This design comes from an exercise in tuning for small area and a short achievable clock period on the open sky130 flow, not from production work. Where RTL was checked, it was by simulation tests only, not by an equivalence proof against the original.

==> run a: inputs <==
// rgb2dvi
module rgb2dvi (
    input  wire        PixelClk,
    input  wire [23:0] vid_pData,
    input  wire        vid_pVDE,
    input  wire        vid_pHSync,
    input  wire        vid_pVSync,
    output wire [9:0]  pDataOutRaw0,    
    output wire [9:0]  pDataOutRaw1,    
    output wire [9:0]  pDataOutRaw2     
);
==> module TMDS_Encoder, before the edit <==
module TMDS_Encoder (
    input  wire       PixelClk,
    output reg  [9:0] pDataOutRaw,    
    input  wire [7:0] pDataOut,       
    input  wire       pC0,
    input  wire       pC1,
    input  wire       pVde
);
localparam [9:0] kCtlTkn0 = 10'b1101010100;
localparam [9:0] kCtlTkn1 = 10'b0010101011;
localparam [9:0] kCtlTkn2 = 10'b0101010100;
localparam [9:0] kCtlTkn3 = 10'b1010101011;
function [3:0] sum_bits8;
    input [7:0] u;
    integer i;
    begin
        sum_bits8 = 4'd0;
        for (i = 0; i < 8; i = i + 1)
            sum_bits8 = sum_bits8 + {3'b000, u[i]};
    end
endfunction
reg  [7:0] pDataOut_1;
reg  [3:0] n1d_1;
reg        pC0_1, pC1_1, pVde_1;
reg  [8:0] q_m_2;
reg  [3:0] n1q_m_2, n0q_m_2;
reg        pC0_2, pC1_2, pVde_2;
reg  signed [4:0] cnt_t_3;
wire [8:0] q_m_xor_1, q_m_xnor_1, q_m_1;
wire [3:0] n1q_m_1;
always @(posedge PixelClk) begin
    pVde_1     <= pVde;
    n1d_1      <= sum_bits8(pDataOut);
    pDataOut_1 <= pDataOut;
    pC0_1      <= pC0;
    pC1_1      <= pC1;
end
assign q_m_xor_1[0]  = pDataOut_1[0];
assign q_m_xnor_1[0] = pDataOut_1[0];
genvar gi;
generate
    for (gi = 1; gi < 8; gi = gi + 1) begin : encode
        assign q_m_xor_1[gi]  = q_m_xor_1[gi-1] ^ pDataOut_1[gi];
        assign q_m_xnor_1[gi] = ~(q_m_xnor_1[gi-1] ^ pDataOut_1[gi]);
    end
endgenerate
assign q_m_xor_1[8]  = 1'b1;
assign q_m_xnor_1[8] = 1'b0;
assign q_m_1 = (n1d_1 > 4'd4 || (n1d_1 == 4'd4 && pDataOut_1[0] == 1'b0)) ?
               q_m_xnor_1 : q_m_xor_1;
assign n1q_m_1 = sum_bits8(q_m_1[7:0]);
always @(posedge PixelClk) begin
    n1q_m_2 <= n1q_m_1;
    n0q_m_2 <= 4'd8 - n1q_m_1;
    q_m_2   <= q_m_1;
    pC0_2   <= pC0_1;
    pC1_2   <= pC1_1;
    pVde_2  <= pVde_1;
end
wire cond_balanced_2     = (cnt_t_3 == 5'sd0) || (n1q_m_2 == 4'd4);
wire cond_not_balanced_2 = (cnt_t_3 > 5'sd0 && n1q_m_2 > 4'd4) ||
                           (cnt_t_3 < 5'sd0 && n1q_m_2 < 4'd4);
wire [9:0] control_token_2 = (!pC1_2 && !pC0_2) ? kCtlTkn0 :
                             (!pC1_2 &&  pC0_2) ? kCtlTkn1 :
                             ( pC1_2 && !pC0_2) ? kCtlTkn2 :
                                                  kCtlTkn3;
wire [9:0] q_out_2 =
    !pVde_2                            ? control_token_2 :
    (cond_balanced_2 && !q_m_2[8])     ? {~q_m_2[8], q_m_2[8], ~q_m_2[7:0]} :
    (cond_balanced_2 &&  q_m_2[8])     ? {~q_m_2[8], q_m_2[8],  q_m_2[7:0]} :
    cond_not_balanced_2                ? {1'b1,      q_m_2[8], ~q_m_2[7:0]} :
                                         {1'b0,      q_m_2[8],  q_m_2[7:0]};
wire signed [4:0] dc_bias_2 = $signed({1'b0, n0q_m_2}) - $signed({1'b0, n1q_m_2});
wire signed [4:0] cnt_t_2 =
    !pVde_2                        ? 5'sd0 :
    (cond_balanced_2 && !q_m_2[8]) ? cnt_t_3 + dc_bias_2 :
    (cond_balanced_2 &&  q_m_2[8]) ? cnt_t_3 - dc_bias_2 :
    cond_not_balanced_2            ? cnt_t_3 + $signed({3'b000,  q_m_2[8], 1'b0}) + dc_bias_2 :
                                     cnt_t_3 - $signed({3'b000, ~q_m_2[8], 1'b0}) - dc_bias_2;
always @(posedge PixelClk) begin
    cnt_t_3     <= cnt_t_2;
    pDataOutRaw <= q_out_2;    
end
endmodule
==> module rgb2dvi, before the edit <==
module rgb2dvi (
    input  wire        PixelClk,
    input  wire [23:0] vid_pData,
    input  wire        vid_pVDE,
    input  wire        vid_pHSync,
    input  wire        vid_pVSync,
    output wire [9:0]  pDataOutRaw0,    
    output wire [9:0]  pDataOutRaw1,    
    output wire [9:0]  pDataOutRaw2     
);
TMDS_Encoder DataEncoder0 (
    .PixelClk(PixelClk), .pDataOutRaw(pDataOutRaw0),
    .pDataOut(vid_pData[15:8]), .pC0(vid_pHSync), .pC1(vid_pVSync), .pVde(vid_pVDE));
TMDS_Encoder DataEncoder1 (
    .PixelClk(PixelClk), .pDataOutRaw(pDataOutRaw1),
    .pDataOut(vid_pData[7:0]), .pC0(1'b0), .pC1(1'b0), .pVde(vid_pVDE));
TMDS_Encoder DataEncoder2 (
    .PixelClk(PixelClk), .pDataOutRaw(pDataOutRaw2),
    .pDataOut(vid_pData[23:16]), .pC0(1'b0), .pC1(1'b0), .pVde(vid_pVDE));
endmodule
clock: 4.0 ns
lec_check: 0
cap_margin: 20
core_margin: 2
core_utilization: 40
slew_margin: 20
run.sh (not shown) runs the stock make flow with config.mk's settings and CLKGATE_MAP_FILE= SYNTH_SCRIPT=/design/flow/synth_recipe.tcl, a recipe that flattens the netlist after the stock synthesis.
==> inputs of run b, as changes to run a <==
==> flow/design.v (replaced) <==
module TMDS_Encoder #(
    parameter SYNC = 0               
) (
    input  wire       PixelClk,
    output reg  [9:0] pDataOutRaw,
    input  wire [7:0] pDataOut,
    input  wire       pC0,
    input  wire       pC1,
    input  wire       pVde,          
    input  wire       pVde_1,        
    input  wire       pVde_2         
);
function [3:0] sum_bits8;
    input [7:0] u;
    integer i;
    begin
        sum_bits8 = 4'd0;
        for (i = 0; i < 8; i = i + 1)
            sum_bits8 = sum_bits8 + {3'b000, u[i]};
    end
endfunction
wire [3:0] n1d = sum_bits8(pDataOut);
wire       xn  = (n1d > 4'd4) || (n1d == 4'd4 && !pDataOut[0]);
wire [7:0] q_m;
assign q_m[0] = pDataOut[0];
genvar gi;
generate
    for (gi = 1; gi < 8; gi = gi + 1) begin : encode
        assign q_m[gi] = q_m[gi-1] ^ pDataOut[gi] ^ xn;
    end
endgenerate
reg [8:0] q_m_1;
always @(posedge PixelClk) begin
    q_m_1[8]   <= ~xn;
    q_m_1[7:2] <= q_m[7:2];
    if (SYNC && !pVde) q_m_1[1:0] <= {pC1, pC0};
    else               q_m_1[1:0] <= q_m[1:0];
end
reg [8:0]        q_m_2;
reg signed [3:0] h_2;
always @(posedge PixelClk) begin
    q_m_2 <= q_m_1;
    h_2   <= $signed(sum_bits8(q_m_1[7:0]) - 4'd4);
end
reg signed [3:0] c_3;
wire c_zero = (c_3 == 4'sd0);
wire h_zero = (h_2 == 4'sd0);
wire q8     = q_m_2[8];
wire inv    = (c_zero || h_zero) ? ~q8 : (c_3[3] == h_2[3]);
wire signed [3:0] delta = inv ? ($signed({3'b000, q8}) - h_2)
                              : (h_2 - $signed({3'b000, ~q8}));
wire [9:0] tok = {~(q_m_2[1] ^ q_m_2[0]), ~q_m_2[0], {8'b01010100 ^ {8{q_m_2[0]}}}};
wire [9:0] tok0 = 10'b1101010100;
always @(posedge PixelClk) begin
    c_3 <= pVde_2 ? c_3 + delta : 4'sd0;
    if (pVde_2)
        pDataOutRaw <= {inv, q8, q_m_2[7:0] ^ {8{inv}}};
    else
        pDataOutRaw <= SYNC ? tok : tok0;
end
endmodule
module rgb2dvi (
    input  wire        PixelClk,
    input  wire [23:0] vid_pData,
    input  wire        vid_pVDE,
    input  wire        vid_pHSync,
    input  wire        vid_pVSync,
    output wire [9:0]  pDataOutRaw0,    
    output wire [9:0]  pDataOutRaw1,    
    output wire [9:0]  pDataOutRaw2     
);
reg pVde_1, pVde_2;
always @(posedge PixelClk) begin
    pVde_1 <= vid_pVDE;
    pVde_2 <= pVde_1;
end
TMDS_Encoder #(.SYNC(1)) DataEncoder0 (
    .PixelClk(PixelClk), .pDataOutRaw(pDataOutRaw0),
    .pDataOut(vid_pData[15:8]), .pC0(vid_pHSync), .pC1(vid_pVSync),
    .pVde(vid_pVDE), .pVde_1(pVde_1), .pVde_2(pVde_2));
TMDS_Encoder #(.SYNC(0)) DataEncoder1 (
    .PixelClk(PixelClk), .pDataOutRaw(pDataOutRaw1),
    .pDataOut(vid_pData[7:0]), .pC0(1'b0), .pC1(1'b0),
    .pVde(vid_pVDE), .pVde_1(pVde_1), .pVde_2(pVde_2));
TMDS_Encoder #(.SYNC(0)) DataEncoder2 (
    .PixelClk(PixelClk), .pDataOutRaw(pDataOutRaw2),
    .pDataOut(vid_pData[23:16]), .pC0(1'b0), .pC1(1'b0),
    .pVde(vid_pVDE), .pVde_1(pVde_1), .pVde_2(pVde_2));
endmodule
- ABC_CLOCK_PERIOD_IN_PS: not set -> 1500
- CORE_UTILIZATION: 40 -> 60
- SETUP_SLACK_MARGIN: not set -> 2.2
==> comparison table <==
| item | run b | run a |
|---|---|---|
| Count of placed standard cells in the final layout, fillers left out | 658 | 1,039 |
| Total Routing Usage GR | 0.2185 | 0.1460 |
| Area of all placed cells without fillers | 6857 um2 | 8805 um2 |
| Worst-case hold slack | 0.3363 ns | 0.3308 ns |
| Utilization after layout | 0.8472 | 0.4885 |
| Count of yosys warnings during synthesis | 3 | 1 |
| Worst slew margin | 0.7245 | 0.3949 |
| R2R Setup Slk | 1.37 ns | 0.24 ns |
| CTS-repair resized insts | 112 | 0 |
| FFs & Latches | 110 | 135 |
| Total Wirelength | 9783 um | 13,330 um |
| Multi-input gate share of the layout cell area | 0.4451 | 0.4725 |
| Metal1 wirelength | 3942 um | 5951 um |
| Length in cells of the worst reg-to-reg path | 8 | 12 |
| Status | no timing/DRC/antenna violations | no timing/DRC/antenna violations |
| CP arrival | 3.91 ns | 4.10 ns |
| Post-Place Cell Area | 5898 um2 | 8215 um2 |
| Met2 wirelength from detailed routing | 5365 um | 6852 um |
| Total number of multi-input combinational cells | 251 | 455 |
| XOR/XNOR share of the synthesized area | 0.1247 | 0.1323 |
| Logic depth of the worst setup path including buffers | 13 | 12 |
| Global-route wire length before repair | 14,980 um | 23,330 um |
| Layout non-clock buf frac | 0.1462 | 0.07077 |
| Area of the core region | 8093 um2 | 18,020 um2 |
For run b, only the layout was checked, not whether the RTL still works.

[re-timing with driven ports]
Ports are ideal in the flow. The routed layouts listed here were re-timed in OpenROAD. Step 1: set_driving_cell puts a clkbuf_16 on PixelClk and a buf_2 on each other input, an assumption about the parent block. Step 2 moves the port delays by t, midway between the first and last clock arrival at a register: inputs arrive t later, outputs are due t later. That takes back most of the time a late clock gives input paths. a / b / c = no drivers / after step 1 / after step 2; a / b = the first two.
| run | shift t [ns] | setup WS [ns] | worst setup path after step 2 |
|---|---|---|---|
| run a | 0.448 | 0.241 / 0.241 / 0.241 | register to register |
| run b | 0.395 | 0.356 / 0.343 / -0.052 | input to register |
Met with ideal ports but missed after step 2: setup timing in run b. For run b, which loses most, drivers alone change the setup slack by -0.013 ns; drivers and shift together by -0.408 ns.
